Context: an optimization exercise on an open-source flow, tuned for small area. The choices shown serve that exercise and are no tape-out recipe. The RTL was checked by simulation tests, not by an equivalence proof against the original design. Power figures rest on the tool's default switching activity, not on a simulated workload.

<file path="flow/constraint.sdc">
create_clock -name core_clock -period 5.0 [get_ports {clk_i}]
set_input_delay 1.0000 -clock core_clock [delete_from_list [all_inputs] [get_ports {clk_i}]]
set_output_delay 1.0000 -clock core_clock [all_outputs]
set_load 0.01 [all_outputs]
</file>
<file path="flow/design.v">
module count_fifo #(
    parameter DATA_WIDTH = 8,
    parameter FIFO_DEPTH = 4
) (
    input logic clk,
    input logic rst,
    input logic wr_en,
    input logic rd_en,
    input logic [DATA_WIDTH-1:0] wdata,
    output logic [DATA_WIDTH-1:0] rdata,
    output logic full,
    output logic empty
);
  localparam ADDR_WIDTH = $clog2(FIFO_DEPTH);
  logic [DATA_WIDTH-1:0] fifo_mem[FIFO_DEPTH];
  logic [ADDR_WIDTH-1:0] write_ptr, read_ptr;
  logic [ADDR_WIDTH-1:0] fifo_count;
  always_ff @(posedge clk) begin
    if (rst) begin
      write_ptr  <= 0;
      read_ptr   <= 0;
      fifo_count <= 0;
    end else begin
      case ({
        wr_en, rd_en
      })
        2'b10:   fifo_count <= fifo_count + 1;
        2'b01:   fifo_count <= fifo_count - 1;
        default: fifo_count <= fifo_count;
      endcase
      if (wr_en && !full) begin
        fifo_mem[write_ptr] <= wdata;
        write_ptr <= write_ptr + 1;
      end
      if (rd_en && !empty) begin
        rdata <= fifo_mem[read_ptr];
        read_ptr <= read_ptr + 1;
      end
    end
  end
  assign full  = (fifo_count == FIFO_DEPTH);
  assign empty = (fifo_count == 0);
endmodule
module le_fifo #(
    parameter DATA_WIDTH = 8,
    parameter FIFO_DEPTH = 4
) (
    input logic clk,
    input logic rst,
    input logic wr_en,
    input logic rd_en,
    input logic [DATA_WIDTH-1:0] wdata,
    output logic [DATA_WIDTH-1:0] rdata,
    output logic full,
    output logic empty
);
  localparam ADDR_WIDTH = $clog2(FIFO_DEPTH);
  logic [DATA_WIDTH-1:0] fifo_mem[FIFO_DEPTH];
  logic [ADDR_WIDTH-1:0] write_ptr, read_ptr;
  always_ff @(posedge clk) begin
    if (rst) begin
      write_ptr <= 0;
      read_ptr  <= 0;
    end else begin
      if (wr_en && !full) begin
        fifo_mem[write_ptr] <= wdata;
        write_ptr <= write_ptr + 1;
      end
      if (rd_en && !empty) begin
        rdata <= fifo_mem[read_ptr];
        read_ptr <= read_ptr + 1;
      end
    end
  end
  assign full  = ((write_ptr + 1'b1) == read_ptr);
  assign empty = (write_ptr == read_ptr);
endmodule
module wbit_fifo #(
    parameter DATA_WIDTH = 8,
    parameter FIFO_DEPTH = 4
) (
    input logic clk,
    input logic rst,
    input logic wr_en,
    input logic rd_en,
    input logic [DATA_WIDTH-1:0] wdata,
    output logic [DATA_WIDTH-1:0] rdata,
    output logic full,
    output logic empty
);
  localparam ADDR_WIDTH = $clog2(FIFO_DEPTH);
  logic [DATA_WIDTH-1:0] fifo_mem[FIFO_DEPTH];
  logic [ADDR_WIDTH:0] write_ptr, read_ptr;
  logic wrap_around;
  always_ff @(posedge clk) begin
    if (rst) begin
      write_ptr <= 0;
      read_ptr  <= 0;
      rdata     <= '0;
    end else begin
      if (wr_en && !full) begin
        fifo_mem[write_ptr[ADDR_WIDTH-1:0]] <= wdata;
        write_ptr <= write_ptr + 1;
      end
      if (rd_en && !empty) begin
        rdata <= fifo_mem[read_ptr[ADDR_WIDTH-1:0]];
        read_ptr <= read_ptr + 1;
      end
    end
  end
  assign wrap_around = (write_ptr[ADDR_WIDTH] ^ read_ptr[ADDR_WIDTH]);
  assign full = wrap_around & (write_ptr[ADDR_WIDTH-1:0] == read_ptr[ADDR_WIDTH-1:0]);
  assign empty = (write_ptr == read_ptr);
endmodule
`timescale 1ns / 1ps
module uart_tx #(
    parameter DATA_WIDTH = 8,
    parameter FIFO_DEPTH = 16
) (
    input  logic        clk_i,
    input  logic        rst_ni,
    input  logic [15:0] baud_div_i,
    input  logic        tx_wen_i,     
    input  logic        tx_en_i,      
    input  logic [ 7:0] din_i,        
    output logic        empty_o,
    output logic        full_o,
    output logic        tx_bit_o
);
  logic        rd_en;
  logic [ 7:0] data;
  logic [ 7:0] data_q;   
  logic [ 3:0] bit_counter;   
  logic        baud_clk;
  logic [15:0] baud_counter;   
  typedef enum logic [1:0] {
    IDLE,
    SENDING_START,
    SENDING_DATA,
    SENDING_STOP
  } state_t;
  state_t state, nextstate;
  wbit_fifo #(
      .DATA_WIDTH(DATA_WIDTH),
      .FIFO_DEPTH(FIFO_DEPTH)
  ) uut (
      .clk  (clk_i),
      .rst  (!rst_ni),
      .wr_en(tx_wen_i),
      .rd_en(rd_en),
      .wdata(din_i),
      .rdata(data),
      .full (full_o),
      .empty(empty_o)
  );   
  always_comb begin
    nextstate = state;
    rd_en     = 1'b0;
    case (state)
      IDLE: begin
        if (tx_en_i && !empty_o) begin
          nextstate = SENDING_START;   
          rd_en = 1'b1;   
        end
      end
      SENDING_START: begin
        if (baud_counter == baud_div_i - 16'b1) begin   
          nextstate = SENDING_DATA;
        end
      end
      SENDING_DATA: begin
        if (baud_counter == baud_div_i - 16'b1 && (bit_counter == 7)) begin
          nextstate = SENDING_STOP;
        end
      end
      SENDING_STOP: begin
        if (baud_counter == baud_div_i - 16'b1) begin
          if (tx_en_i && !empty_o) begin
            nextstate = SENDING_START;
            rd_en = 1'b1;
          end else begin
            nextstate = IDLE;
            rd_en = 1'b0;
          end
        end
      end
    endcase
    case (state)
      IDLE:          tx_bit_o = 1'b1;
      SENDING_START: tx_bit_o = 1'b0;
      SENDING_DATA:  tx_bit_o = data_q[bit_counter];
      SENDING_STOP:  tx_bit_o = 1'b1;
    endcase
  end
  always_ff @(posedge clk_i) begin
    if (!rst_ni) begin
      state        <= IDLE;
      bit_counter  <= 4'd0;
      baud_counter <= 16'd0;
      data_q       <= '0;
    end else begin
      state <= nextstate;
      if (state != IDLE) begin
        if (baud_counter == baud_div_i - 1) begin
          baud_counter <= 0;
        end else begin
          baud_counter <= baud_counter + 1;
        end
      end else begin
        bit_counter <= 0;
      end
      if (baud_counter == baud_div_i - 1) begin
        case (state)
          IDLE: begin
            bit_counter <= 0;
          end
          SENDING_START: begin
            bit_counter <= 0;
            data_q <= data;
          end
          SENDING_DATA: begin
            if (bit_counter == 7) begin
              bit_counter <= 0;
            end else begin
              bit_counter <= bit_counter + 1;
            end
          end
          SENDING_STOP: begin
            bit_counter <= 0;
          end
        endcase
      end
    end
  end
endmodule
module uart_rx #(
    parameter DATA_WIDTH = 8,
    parameter FIFO_DEPTH = 16
) (
    input logic        clk_i,        
    input logic        rst_ni,       
    input logic [15:0] baud_div_i,   
    input logic        rx_ren_i,     
    input logic        rx_en_i,      
    input logic        rx_bit_i,     
    output logic [DATA_WIDTH-1:0] dout_o,    
    output logic                  empty_o,   
    output logic                  full_o     
);
  localparam COUNTER_WIDTH = $clog2(DATA_WIDTH + 1);
  logic                      rx_we;   
  logic [   DATA_WIDTH -1:0] rx_data_reg;   
  logic [COUNTER_WIDTH -1:0] bit_counter;   
  logic [              15:0] baud_counter;   
  typedef enum logic [2:0] {
    IDLE,
    START_BIT,
    DATA_BITS,
    STOP_BIT
  } state_t;
  state_t state, next_state;
  logic mid_tick;
  logic end_tick;
  assign mid_tick = (baud_counter == (baud_div_i >> 1) - 1);   
  assign end_tick = (baud_counter == baud_div_i - 1);
  wbit_fifo #(
      .DATA_WIDTH(DATA_WIDTH),
      .FIFO_DEPTH(FIFO_DEPTH)
  ) rx_buffer (
      .clk  (clk_i),
      .rst  (!rst_ni),
      .wr_en(rx_we),
      .rd_en(rx_ren_i),
      .wdata(rx_data_reg),
      .rdata(dout_o),
      .full (full_o),
      .empty(empty_o)
  );
  assign rx_we = (state == STOP_BIT) && end_tick;
  always_comb begin
    next_state = state;
    case (state)
      IDLE: begin
        if (rx_en_i && !rx_bit_i && !full_o) begin   
          next_state = START_BIT;
        end
      end
      START_BIT: begin
        if (mid_tick) begin   
          if (!rx_bit_i) begin
            next_state = DATA_BITS;
          end else begin
            next_state = IDLE;
          end
        end
      end
      DATA_BITS: begin
        if (mid_tick && (bit_counter == DATA_WIDTH - 1)) begin
          next_state = STOP_BIT;
        end
      end
      STOP_BIT: begin
        if (mid_tick) begin
          if (rx_bit_i == 1'b1) begin   
            next_state = IDLE;
          end
        end
      end
    endcase
  end
  always_ff @(posedge clk_i) begin
    if (!rst_ni) begin
      state        <= IDLE;
      baud_counter <= '0;
      bit_counter  <= '0;
      rx_data_reg  <= '0;
    end else begin
      state <= next_state;
      if (state == IDLE || end_tick) begin
        baud_counter <= '0;
      end else begin
        baud_counter <= baud_counter + 1'b1;
      end
    end
    if (mid_tick) begin
      if (state == DATA_BITS) begin
        rx_data_reg[bit_counter] <= rx_bit_i;
        if (bit_counter < DATA_WIDTH - 1) begin
          bit_counter <= bit_counter + 1'b1;
        end
      end else if (state == START_BIT) begin
        bit_counter <= '0;
      end
    end
  end
endmodule
module uart #(
    parameter DATA_WIDTH = 8,
    parameter FIFO_DEPTH = 16
) (
    input  logic        clk_i,        
    input  logic        rst_ni,       
    input  logic        stb_i,        
    input  logic [ 1:0] adr_i,        
    input  logic [ 3:0] byte_sel_i,   
    input  logic        we_i,         
    input  logic [31:0] data_i,       
    output logic [31:0] data_o,       
    input  logic        uart_rx_i,    
    output logic        uart_tx_o     
);
  logic                                                                                                               [          15:0] baud_div_reg;   
  logic                                                                                                                                tx_en_reg;   
  logic                                                                                                                                rx_en_reg;   
  logic                                                                                                                                tx_full_o;   
  logic                                                                                                                                rx_full_o;   
  logic                                                                                                                                tx_empty_o;   
  logic                                                                                                                                rx_empty_o;   
  logic                                                                                                                                rx_frame_error;   
  logic                                                                                                                                tx_wen;   
  logic                                                                                                                                rx_ren;   
  logic                                                                                                               [DATA_WIDTH-1:0] dout_0;   
  logic                                                                                                               [          31:0] rdata;
  logic                                                                                                                                rd_state;
  enum logic [1:0] {UART_BAUD_ADDR = 2'b00, UART_CTRL_ADDR = 2'b01, UART_STATUS_ADDR = 2'b10, UART_DATA_ADDR = 2'b11}                  uart_reg_e;
  uart_tx #(
      .DATA_WIDTH(DATA_WIDTH),
      .FIFO_DEPTH(FIFO_DEPTH)
  ) uart_tx_inst (
      .clk_i     (clk_i),
      .rst_ni    (rst_ni),
      .baud_div_i(baud_div_reg),
      .tx_wen_i  (tx_wen),
      .tx_en_i   (tx_en_reg),
      .din_i     (data_i[DATA_WIDTH-1:0]),
      .empty_o   (tx_empty_o),
      .full_o    (tx_full_o),
      .tx_bit_o  (uart_tx_o)
  );
  uart_rx #(
      .DATA_WIDTH(DATA_WIDTH),
      .FIFO_DEPTH(FIFO_DEPTH)
  ) uart_rx_inst (
      .clk_i     (clk_i),
      .rst_ni    (rst_ni),
      .baud_div_i(baud_div_reg),
      .rx_ren_i  (rx_ren),
      .rx_en_i   (rx_en_reg),
      .dout_o    (dout_0),
      .empty_o   (rx_empty_o),
      .full_o    (rx_full_o),
      .rx_bit_i  (uart_rx_i)
  );
  always_ff @(posedge clk_i) begin
    if (!rst_ni) begin
      baud_div_reg <= 16'd0;
      tx_en_reg    <= 1'b0;
      rx_en_reg    <= 1'b0;
    end else if (stb_i && we_i) begin
      unique case (adr_i)
        UART_BAUD_ADDR: begin
          if (byte_sel_i[0] || byte_sel_i[1]) baud_div_reg <= data_i[15:0];
        end
        UART_CTRL_ADDR: begin
          if (byte_sel_i[0]) begin
            tx_en_reg <= data_i[0];
            rx_en_reg <= data_i[1];
          end
        end
        default: ;   
      endcase
    end
  end
  always_comb begin
    tx_wen = 1'b0;
    rx_ren = 1'b0;
    if (stb_i) begin
      unique case (adr_i)
        UART_DATA_ADDR: begin
          if (we_i) begin
            tx_wen = ~tx_full_o;
          end else begin
            rx_ren = ~rx_empty_o;
          end
        end
        default: ;
      endcase
    end
  end
  always_ff @(posedge clk_i) begin
    if (!rst_ni) begin
      rdata <= '0;
      rd_state <= '0;   
    end else begin
      rdata <= rdata;
      rd_state <= stb_i && adr_i == UART_DATA_ADDR && !we_i;
      if (stb_i) begin
        unique case (adr_i)
          UART_BAUD_ADDR:   rdata <= {16'b0, baud_div_reg};
          UART_CTRL_ADDR:   rdata <= {29'b0, rx_en_reg, tx_en_reg};
          UART_STATUS_ADDR: rdata <= {27'b0, rx_frame_error, rx_empty_o, rx_full_o, tx_empty_o, tx_full_o};
          default:          rdata <= '0;
        endcase
      end
    end
  end
  assign data_o = rd_state ? {{(32 - DATA_WIDTH) {1'b0}}, dout_0} : rdata;
  assign rx_frame_error = 1'b0;   
endmodule
</file>
<file path="flow/run.sh">
#!/bin/bash
# synth_recipe.tcl (not shown) runs the flow's synth.tcl, then flattens the netlist and writes it again
# the make line also repeats each setting of config.mk as NAME=value (left out here)
make -C /OpenROAD-flow-scripts/flow DESIGN_CONFIG=/design/flow/config.mk WORK_HOME=/design/flow/orfs CLKGATE_MAP_FILE= SYNTH_SCRIPT=/design/flow/synth_recipe.tcl finish
</file>
<file path="flow/config.mk">
export PLATFORM = sky130hd
export DESIGN_NAME = uart
export DESIGN_NICKNAME = uart
export VERILOG_FILES = /design/flow/design.v
export SDC_FILE = /design/flow/constraint.sdc
export NUM_CORES = 4
export LEC_CHECK = 0
export CAP_MARGIN = 20
export CORE_MARGIN = 2
export CORE_UTILIZATION = 40
export SLEW_MARGIN = 20
</file>
==> out/results.txt <==
Syn-to-layout area delta: 13.5%
Reg clk slew, reported paths: 0.06 ns
critical path type: flip-flop to flip-flop
drt first pass iters: 7
slowest stage delay, CP: 0.63 ns
Final GP Congestion: 0.913
reg-to-reg critical path startpoint: baud_div_reg[0]
Synthesis Warnings: 4
largest net degree at the start of global routing: 53
number of flops mapped to enable cells by yosys: 256
Final setup viols: 0
register area: 10300 um2
number of port buffers: 41
Root Buffer: clkbuf_16
Max Buffers Root-to-Sink: 3
Worst Min Path Start: uart_tx_inst.uut.rdata[5]
1st-iter DRT viols: 747
leakage: 0.00691 uW
total core area: 44400 um2
worst hold stages: 2
final worst-path cycle share: 0.827
Skew-Pair Late Insertion Delay: 0.60 ns
status: complete, no violations
Synth area leader: edfxtp_1
CTS tree: built
Max H-tree Level: 2
R2R setup slack: 0.87 ns
Area after DPL: 19100 um2
CP most frequent cell: or4_1
FF+latch count, synth: 387
die height: 217 um
WL per Instance: 19.8 um
final WL: 41200 um
FILL cells: 3979
cts hold-fix bufs: 0
area of the multi-input gates: 7190 um2
CTS resizes: 0
RSZ-0062 raised after global routing: no
cell breakdown of the critical path: inv_1, ha_1, or3b_2, nor3_1, nor2_1, o21ai_0, or4_1, or4_1, or2_1, nor3_2, buf_4
Starting Density: 0.407
Avg Cell Area, Syn: 12.8 um2
post-synth top area share: 0.425
pwr dens: 339 nW/um2
capturing point of the worst reg2reg path: uart_rx_inst.rx_buffer.fifo_mem[7][4]
Top Ports: 76
vias in the first global route: 10900
asr flop ratio synth: 0
CP Launch Type: flip-flop
most common cell after layout, fill and taps aside: edfxtp_1
Seq/Total Area, Yosys: 0.570
WHS Endpoint: uart_tx_inst.uut.rdata[5]
synthesized instance count: 1419
grt total ovfl: 0
CTS buffer count: 43
Cell Rows: 77
VDD IR max: 371 uV
maximum clock frequency: 242 MHz
layout cells sized above 1: 0.157
via count: 11100
first-pass GRT wire length: 64000 um
gr usage total: 0.177
Least-Margin Pin Slew: 0.827 ns
Vias/cell: 5.35
CTS sink cnt: 387
Max Cap Violations: 0
Rel. slew slack: 0.447
Die Footprint: 47000 um2
Data arrival, critical path: 4.43 ns
initial antenna violation count: 0
crit-path max FO: 12
CP endpoint kind: flip-flop
synth top area cells: edfxtp_1 42%, dfxtp_1 14%, mux4_2 10%
Final Hold Vio Count: 0
Clock Skews: 0.0393 ns
Die X: 217 um
drt drc: 0
Synth cell types: 80
TNS Setup: 0 ns
commonest cells after routing, fill and taps aside: 256 x edfxtp_1, 129 x dfxtp_1, 119 x nor2_1
Primary FF master, synth: edfxtp_1
post-route cell area: 20500 um2
R2R depth: 11
largest registers: uart_rx_inst.rx_buffer.fifo_mem x128, uart_tx_inst.uut.fifo_mem x128
Worst EP required: 5.30 ns
Final Critical Period: 4.13 ns
Post-CTS Setup Repair Bufs: 0
Post-Syn Area: 18100 um2
antenna viol nets, final: 0
HPWL after DPL: 27900 um
slowest CP cell: dfxtp_1
class of the worst hold path: flip-flop to flip-flop
Final Net Count: 1528
fin. max-slew vios: 0
-- report_power, final --
group / total [uW] / switching [uW] / leakage, uW / internal, uW
clock network: 3160 / 1310 / 0.000687 / 1850
logic: 392 / 245 / 0.00261 / 147
registers: 3420 / 20.6 / 0.00362 / 3400
total: 6970 / 1570 / 0.00691 / 5400
-- cells in the mapped netlist (3+ instances only) --
cell type	count
nor3b_1	7
nor3_2	9
and3_1	10
or4_1	10
buf_2	9
clkbuf_1	70
xnor2_1	66
or3_1	7
nand2b_1	7
a31oi_1	6
edfxtp_1	256
and4b_1	3
a211oi_1	3
o31ai_1	3
a21o_1	8
buf_4	18
nor3_1	22
a21oi_1	59
nand3_1	44
xor2_1	38
inv_1	41
ha_1	31
xnor3_1	5
or2_2	3
o211ai_1	6
nand2_1	102
dfxtp_1	131
o22ai_1	3
nand3b_1	7
o21a_1	21
nor2_1	119
mux2_2	13
mux2i_1	24
and2_1	7
nand4_1	19
buf_1	9
nor2b_1	32
nor4_2	3
mux4_2	82
nor4_1	16
o21ai_0	36
o2111ai_1	3
-- worst max path at each step --
stage	end	cells past startpoint	from	slack, ns
floorplan	uart_rx_inst.rx_buffer.fifo_mem[10][0]	12	baud_div_reg[0]	0.97
global placement	uart_rx_inst.rx_buffer.fifo_mem[15][7]	11	baud_div_reg[0]	0.94
CTS	uart_rx_inst.rx_buffer.fifo_mem[7][7]	11	baud_div_reg[0]	0.90
detailed placement	uart_rx_inst.rx_buffer.fifo_mem[7][7]	11	baud_div_reg[0]	0.89
finish	uart_rx_inst.rx_buffer.fifo_mem[7][4]	11	baud_div_reg[0]	0.87
global route	uart_rx_inst.rx_buffer.fifo_mem[13][0]	10	baud_div_reg[0]	0.63
-- metal layers --
metal,vias to the layer above,wire length [um],global-route usage
met4,0,892,0.0489
met5,-,0,0
li1,5279,-,-
met2,266,19600,0.290
met3,56,2020,0.0328
met1,5514,18700,0.240
-- cell type report --
cell class / instances / share of cell area
Antenna cell: 1 / 0.000122
Clock buffer: 54 / 0.0558
Clock inverter: 22 / 0.0132
Inverter: 42 / 0.00767
Multi-Input combinational cell: 897 / 0.350
Sequential cell: 387 / 0.502
Tap cell: 592 / 0.0361
Timing Repair Buffer: 83 / 0.0351
-- per-stage QoR --
| stage | setup WS, ns | util | hold slack, ns | power [uW] | cells |
|---|---|---|---|---|---|
| 4_1_cts | 0.896 | 0.462 | 0.477 | 7050 | 2077 |
| 5_1_grt | 0.629 | 0.462 | 0.514 | 7210 | 2077 |
| 2_1_floorplan | 0.969 | - | 0.454 | 3760 | 1434 |
| 3_5_place_dp | 0.887 | 0.431 | 0.470 | 3880 | 2001 |
| 6_report | 0.866 | 0.463 | 0.474 | 6970 | 2078 |
| 3_3_place_gp | 0.939 | 0.431 | 0.464 | 3880 | 2001 |
-- logic make-up (layout without fill, tap and decap cells) --
family | after synthesis | after routing | share of synthesized area
AND/OR/NAND/NOR | 446 | 446 | 0.129
flip-flops | 387 | 387 | 0.570
AO/OA/AOI/OAI | 175 | 175 | 0.0626
buffers and inverters | 150 | 201 | 0.0363
multiplexers | 119 | 119 | 0.123
XOR/XNOR | 109 | 109 | 0.0566
adder cells (fa/ha/maj) | 32 | 32 | 0.0220
other | 1 | 17 | 0.000207
-- worst max-delay path, delay by kind of cell, from the launching register on --
family                   cells  cell delay [ns]
flip-flops                   1             0.63
buffers and inverters        2             0.36
AND/OR/NAND/NOR              7             2.40
adder cells (fa/ha/maj)      1             0.37
AO/OA/AOI/OAI                1             0.10

[port drivers added, routing unchanged]
No port has a modelled driver above. Below, the same layout with a new extraction and two added sets of constraints.
Step 1 (the two cells are an assumption about what drives the block):
set clk [get_ports {clk_i}]
set_driving_cell -lib_cell sky130_fd_sc_hd__clkbuf_16 $clk
set_driving_cell -lib_cell sky130_fd_sc_hd__buf_2 [delete_from_list [all_inputs] $clk]
Step 2 times the ports against the registers' clock, not the clock port: input delays grow and output delays shrink by t, the midpoint of the rising clock arrivals with the driver on.
Slacks: no drivers / after step 1 / after step 2; pairs: no drivers / after step 1.
t (ns): 0.633
setup slack, ns: 0.866 / 0.866 / 0.866
clock arrival spread, ns: 0.039 / 0.039
worst slew at a driven data input, ns: 0.04
cell pins on the clock port's net: 1
After both steps setup and hold are still met in this run. For this run, drivers alone change the setup slack by 0.000 ns; drivers and shift together by 0.000 ns.
